This design comes from an exercise in tuning for small area on the open sky130 flow, not from production work.
For this run, only the layout was checked, not whether the RTL still works.

==> design.v <==
`timescale 1ns / 1ps
module Compx_4_Mull(
input clk ,
input [24:0] ar,
input [24:0] ai,
input [15:0] br,
input [15:0] bi,
output [31:0] pr,    
output [31:0] pi
);
reg signed [24:0]	ar_d, ai_d;
reg signed [15:0]	br_d, bi_d;
always @(posedge clk)
  begin
    ar_d <= ar;
    ai_d <= ai;
    br_d <= br;
    bi_d <= bi;
  end
reg signed [40:0]	arbr;
reg signed [40:0]	arbi;
reg signed [40:0]	aibr;
reg signed [40:0]	aibi;
always @(posedge clk)
 begin
    arbr <= ar_d*br_d;
    arbi <= ar_d*bi_d;
    aibr <= ai_d*br_d;
    aibi <= ai_d*bi_d;
 end
reg signed [40:0]	Mulr;
reg signed [40:0]	Muli;
always @(posedge clk)
 begin
    Mulr <= arbr - aibi;
    Muli <= arbi + aibr;
 end
assign pr = Mulr[40:9];    
assign pi = Muli[40:9];
endmodule
`timescale 1ns / 1ps
module Multi_line(
input clk ,
input rstn,
  input   [127:0]M_AXIS_MM2S_0_tdata,
  input   M_AXIS_MM2S_0_tvalid,
  input [4:0] MemRDcount,
  input        SampleValid,
  input [63:0] Sampledata,
  input        CalcOn,
  output[31:0] OutSumr, 
  output[31:0] OutSumi 
    );
reg [31:0] LineMEM [0:64];
reg [31:0] Out_LineMEM;
reg [5:0] MemWRcount;
always @(posedge clk or negedge rstn)
	if (!rstn) MemWRcount <= 5'h00;
     else if (M_AXIS_MM2S_0_tvalid) MemWRcount <= MemWRcount + 1;	
always @(posedge clk) 
	if (M_AXIS_MM2S_0_tvalid) LineMEM[MemWRcount] <= M_AXIS_MM2S_0_tdata[31:0];
always @(posedge clk) 	
	Out_LineMEM <= LineMEM[MemRDcount];
reg [63:0] Sampledata1;
reg [63:0] Sampledata2;
always @(posedge clk or negedge rstn)
	if (!rstn) begin 
		 Sampledata1 <= 64'h0000000000000000;
		 Sampledata2 <= 64'h0000000000000000;
			end 
	 else  begin 
		 Sampledata1 <= Sampledata;
		 Sampledata2 <= Sampledata1;
			end 
wire [31:0] Mulr;	
wire [31:0] Muli;	
Compx_4_Mull Compx_4_Mull_inst(
.clk(clk) ,
.ar(Sampledata1[24: 0]),
.ai(Sampledata1[56:32]),
.br(Out_LineMEM[15: 0]),
.bi(Out_LineMEM[31:16]),
.pr(Mulr),    
.pi(Muli)
);
reg [31:0] Sumr;	
reg [31:0] Sumi;	
always @(posedge clk or negedge rstn)
    if (!rstn) begin 
         Sumr <= 32'h00000000;	
         Sumi <= 32'h00000000;	
            end
     else if (!(SampleValid || CalcOn)) begin 
         Sumr <= 32'h00000000;	
         Sumi <= 32'h00000000;	
            end
     else  begin 
         Sumr <= Sumr + Mulr;	
         Sumi <= Sumi + Muli;	
            end
  assign OutSumr = Sumr; 
  assign OutSumi = Sumi;
endmodule
==> run.sh <==
#!/bin/bash
# synth_recipe.tcl (not shown) runs the flow's synth.tcl, then flattens the netlist and writes it again
# the make line also repeats each setting of config.mk as NAME=value (left out here)
make -C /OpenROAD-flow-scripts/flow DESIGN_CONFIG=/design/flow/config.mk WORK_HOME=/design/flow/orfs CLKGATE_MAP_FILE= SYNTH_SCRIPT=/design/flow/synth_recipe.tcl finish
==> config.mk <==
export PLATFORM = sky130hd
export DESIGN_NAME = Multi_line
export DESIGN_NICKNAME = Multi_line
export VERILOG_FILES = /design/flow/design.v
export SDC_FILE = /design/flow/constraint.sdc
export NUM_CORES = 4
export LEC_CHECK = 0
export CAP_MARGIN = 20
export CORE_MARGIN = 2
export CORE_UTILIZATION = 40
export SLEW_MARGIN = 20
==> constraint.sdc <==
create_clock -name core_clock -period 10.0 [get_ports {clk}]
set_input_delay 2.0000 -clock core_clock [delete_from_list [all_inputs] [get_ports {clk}]]
set_output_delay 2.0000 -clock core_clock [all_outputs]
set_load 0.01 [all_outputs]
==> metrics.yaml <==
status: "finished clean"
drt.antenna.violating_nets: 0
synth_cells: 9339
cap_violations: 0
dp_hpwl_mm: 202
rsz0062_at_grt: "false"
clock.fmax_mhz: 126
setup.worst_path.start: "Compx_4_Mull_inst.bi_d[3]"
setup_viol: 0
cts_tree: "yes"
hold_viol: 0
cts-buffers-inserted: 173
start_kind: "register"
synth-main-ff-cell: "edfxtp_1"
required_ps: 10700
first_iter_violations: 4650
hold_path_depth: 0
core-area_um2: 279000
io_pins: 266
htree_levels: 4
cts_root_buf: "clkbuf_16"
drv_slew: 0
routabilityCongestion: 0.890
nets: 11700
cts_hold_buf: 0
die_w_um: 533
min_period_ps: 7950
ys_seq_elements: 1486
post-route-period-util: 0.795
num_vias: 68000
overflow: 0
drcViolationCount: 0
cp_top_family: "adder cells"
synth_fp_nets: 11600
reg2reg_depth: 21
max_slew_margin: 0.237
drt-pass1-iter-count: 6
via_per_inst: 5.14
critical_path_buf_inv_count: 3
worstReg2RegStart: "Compx_4_Mull_inst.bi_d[3]"
placed_cells: 12900
clock-sinks: 1486
cp_slowest_cell: "dfxtp_2"
clk_latency_ps: 860
rr_endpoint: "Compx_4_Mull_inst.arbi[37]"
worst_setup_path_end_kind: "register"
holdCritPathClass: "reg2reg"
synth.yosys.warnings: 2
finalInstanceArea_um2: 123000
grt_first_pass_wirelength_mm: 434
post_cts_buffers: 0
syn_to_final_growth_pct: 10.3
synthArstFlopShare: 0.0808
rows: 194
nFillCells: 25500
port_buffers: 155
start_util: 0.401
netlist_area_um2: 112000
cp_max_fo: 39
fin_tns_setup_ps: 0
crit_path_max_incr_delay_ps: 1050
cp.arrival_ps: 8650
grt_max_degree: 137
synth_edf_count: 1024
hp-start: "Out_LineMEM[12]"
crit_chain: "nand2_1 > fa_1 > fa_1 > fa_1 > inv_1 > fa_1 > fa_1 > inv_1 > fa_1 > inv_1 > ha_1 > nand4_1 > o22ai_1 > a221oi_1 > a31oi_1 > a221oi_1 > o21ai_1 > o21ai_2 > o21ai_1 > a221oi_1 > xnor2_1"
fp.dieH_um: 533
dieArea_um2: 284000
wl_per_cell_um: 21.2
yosysUniqueCellTypes: 77
drt-total-wl_mm: 281
skew_ps: 95.0
min_to: "Compx_4_Mull_inst.br_d[12]"
crit_type: "reg2reg"
grtUsageTotal: 0.199
layout_setup_ws_ps: 2050
cpMostUsedCell: "fa_1"
antenna_found_initial: 28
ys_seq_area_frac: 0.363
post_cts_resized: 0
r2r_slack_ps: 2050
worst_slew_pin_slew_ps: 1140
drive_above_1_share: 0.0882
fin_cells: 13200
grt_pass1_vias: 74400
place_worst_setup_slack_ps: 2230
synth_area_per_cell_um2: 12.0
dpl_cell_area_um2: 118000
clk_pin_slew_ps: 70
clockBufferDepth: 4
-- cells by family (layout without fill, tap and decap cells) --
logic type / after synthesis / count (layout) / share of synthesized area
adders and majority gates: 2095 / 2095 / 0.339
buffers and inverters: 2255 / 2431 / 0.0757
xor gates and xnor gates: 289 / 289 / 0.0226
AOI/OAI and AO/OA: 673 / 673 / 0.0388
and+or+nand+nor: 2187 / 2187 / 0.0930
muxes: 354 / 354 / 0.0679
other: 0 / 6 / 0
DFF: 1486 / 1486 / 0.363
-- synthesized netlist by cell type (all sizes together) (21+ instances only) --
| cell | count | share of area |
|---|---|---|
| a21oi | 217 | 0.0098 |
| o21a | 29 | 0.0019 |
| nand2b | 51 | 0.0029 |
| clkbuf | 391 | 0.013 |
| edfxtp | 1024 | 0.28 |
| xnor2 | 212 | 0.017 |
| buf | 22 | 0.00076 |
| mux2 | 33 | 0.0033 |
| xor2 | 77 | 0.0060 |
| nor2b | 24 | 0.0013 |
| fa | 1554 | 0.28 |
| nand3 | 52 | 0.0023 |
| nand4 | 25 | 0.0014 |
| and2 | 648 | 0.036 |
| and3 | 21 | 0.0012 |
| nor3 | 50 | 0.0022 |
| mux4 | 320 | 0.064 |
| dfrtp | 120 | 0.027 |
| a21o | 112 | 0.0075 |
| o21ai | 121 | 0.0055 |
| nand2 | 986 | 0.033 |
| nor2 | 294 | 0.0099 |
| o21bai | 37 | 0.0025 |
| a211oi | 35 | 0.0024 |
| dfxtp | 342 | 0.061 |
| inv | 1842 | 0.062 |
| ha | 541 | 0.061 |
-- through the flow --
step           hold slack [ps]   util
2_1_floorplan              310      -
5_1_grt                    321  0.442
4_1_cts                    310  0.442
6_report                   317  0.442
3_3_place_gp               310  0.422
3_5_place_dp               312  0.422
-- worst max path at each step --
stage / end / slack (ps) / cells after the start
floorplan: Compx_4_Mull_inst.arbi[37] / 3630 / 26
global placement: Compx_4_Mull_inst.arbi[37] / 2270 / 21
detailed placement: Compx_4_Mull_inst.arbi[37] / 2230 / 21
CTS: Compx_4_Mull_inst.arbi[37] / 2160 / 21
global route: Compx_4_Mull_inst.arbi[37] / 1740 / 21
finish: Compx_4_Mull_inst.arbi[37] / 2050 / 21
-- area by class of cell --
class	instances	area [µm²]	area share
Tap cell	3724	4660	0.0378
Clock inverter	91	878	0.00713
Clock buffer	211	4620	0.0374
Inverter	1842	6910	0.0561
Antenna cell	6	15.0	0.000122
Multi-Input combinational cell	5598	63000	0.511
Sequential cell	1486	40600	0.330
Timing Repair Buffer	287	2570	0.0208
-- routing by layer --
layer,GRT usage,vias to the layer above,part of all wire
li1,-,29800,-
met1,0.255,35700,0.41
met2,0.347,1984,0.50
met3,0.0348,498,0.066
met4,0.0547,20,0.026
met5,0,-,0.00046
-- placed cells by master, fill, tap and decap left out, types with 25 or more instances in the layout --
cell,n
mux4_2,320
nand2b_1,51
edfxtp_1,1024
nor3_1,50
nand3_1,52
a21oi_1,215
clkbuf_1,27
nor2_4,33
buf_4,131
clkbuf_16,176
clkdlybuf4s50_1,146
a211oi_1,33
o21a_1,29
clkinv_2,28
nand2_1,986
dfxtp_1,311
nor2_1,261
xor2_1,77
mux2_2,33
a21o_1,112
ha_1,541
nand4_1,25
and2_1,648
dfxtp_2,29
fa_1,1554
o21ai_0,74
dfrtp_1,120
xnor2_1,212
o21ai_1,46
o21bai_1,37
inv_1,1841
-- flip-flops by register name (all words and copies together), names as in the netlist, 41 cells and up --
name,flops
Compx_4_Mull_inst.aibi,41
Sampledata1,50
Compx_4_Mull_inst.arbi,41
Compx_4_Mull_inst.arbr,41
Compx_4_Mull_inst.aibr,41
LineMEM,1024

[port drivers added, routing unchanged]
Ports are ideal in the flow. The routed layout listed here was re-timed in OpenROAD. Step 1 sets driving cells, clkbuf_16 on the clock port and buf_2 on the other inputs (assumed; they add their load-dependent delay and slew). Step 2 times the ports against the registers' clock, not the clock port: input delays grow and output delays shrink by t, the midpoint of the rising clock arrivals with the driver on. Slacks: ideal ports / drivers / drivers and shift; pairs: ideal ports / drivers.
t (ns): 0.907
slack for setup (ns): 2.049 / 2.049 / 2.049
worst setup path at the end: register to register
slew at the worst register clock pin (ns): 0.07 / 0.07
cell pins on the clock port's net: 1
After both steps setup and hold are still met in this run. The setup slack of this run moves by 0.000 ns with the drivers and by 0.000 ns with both steps.
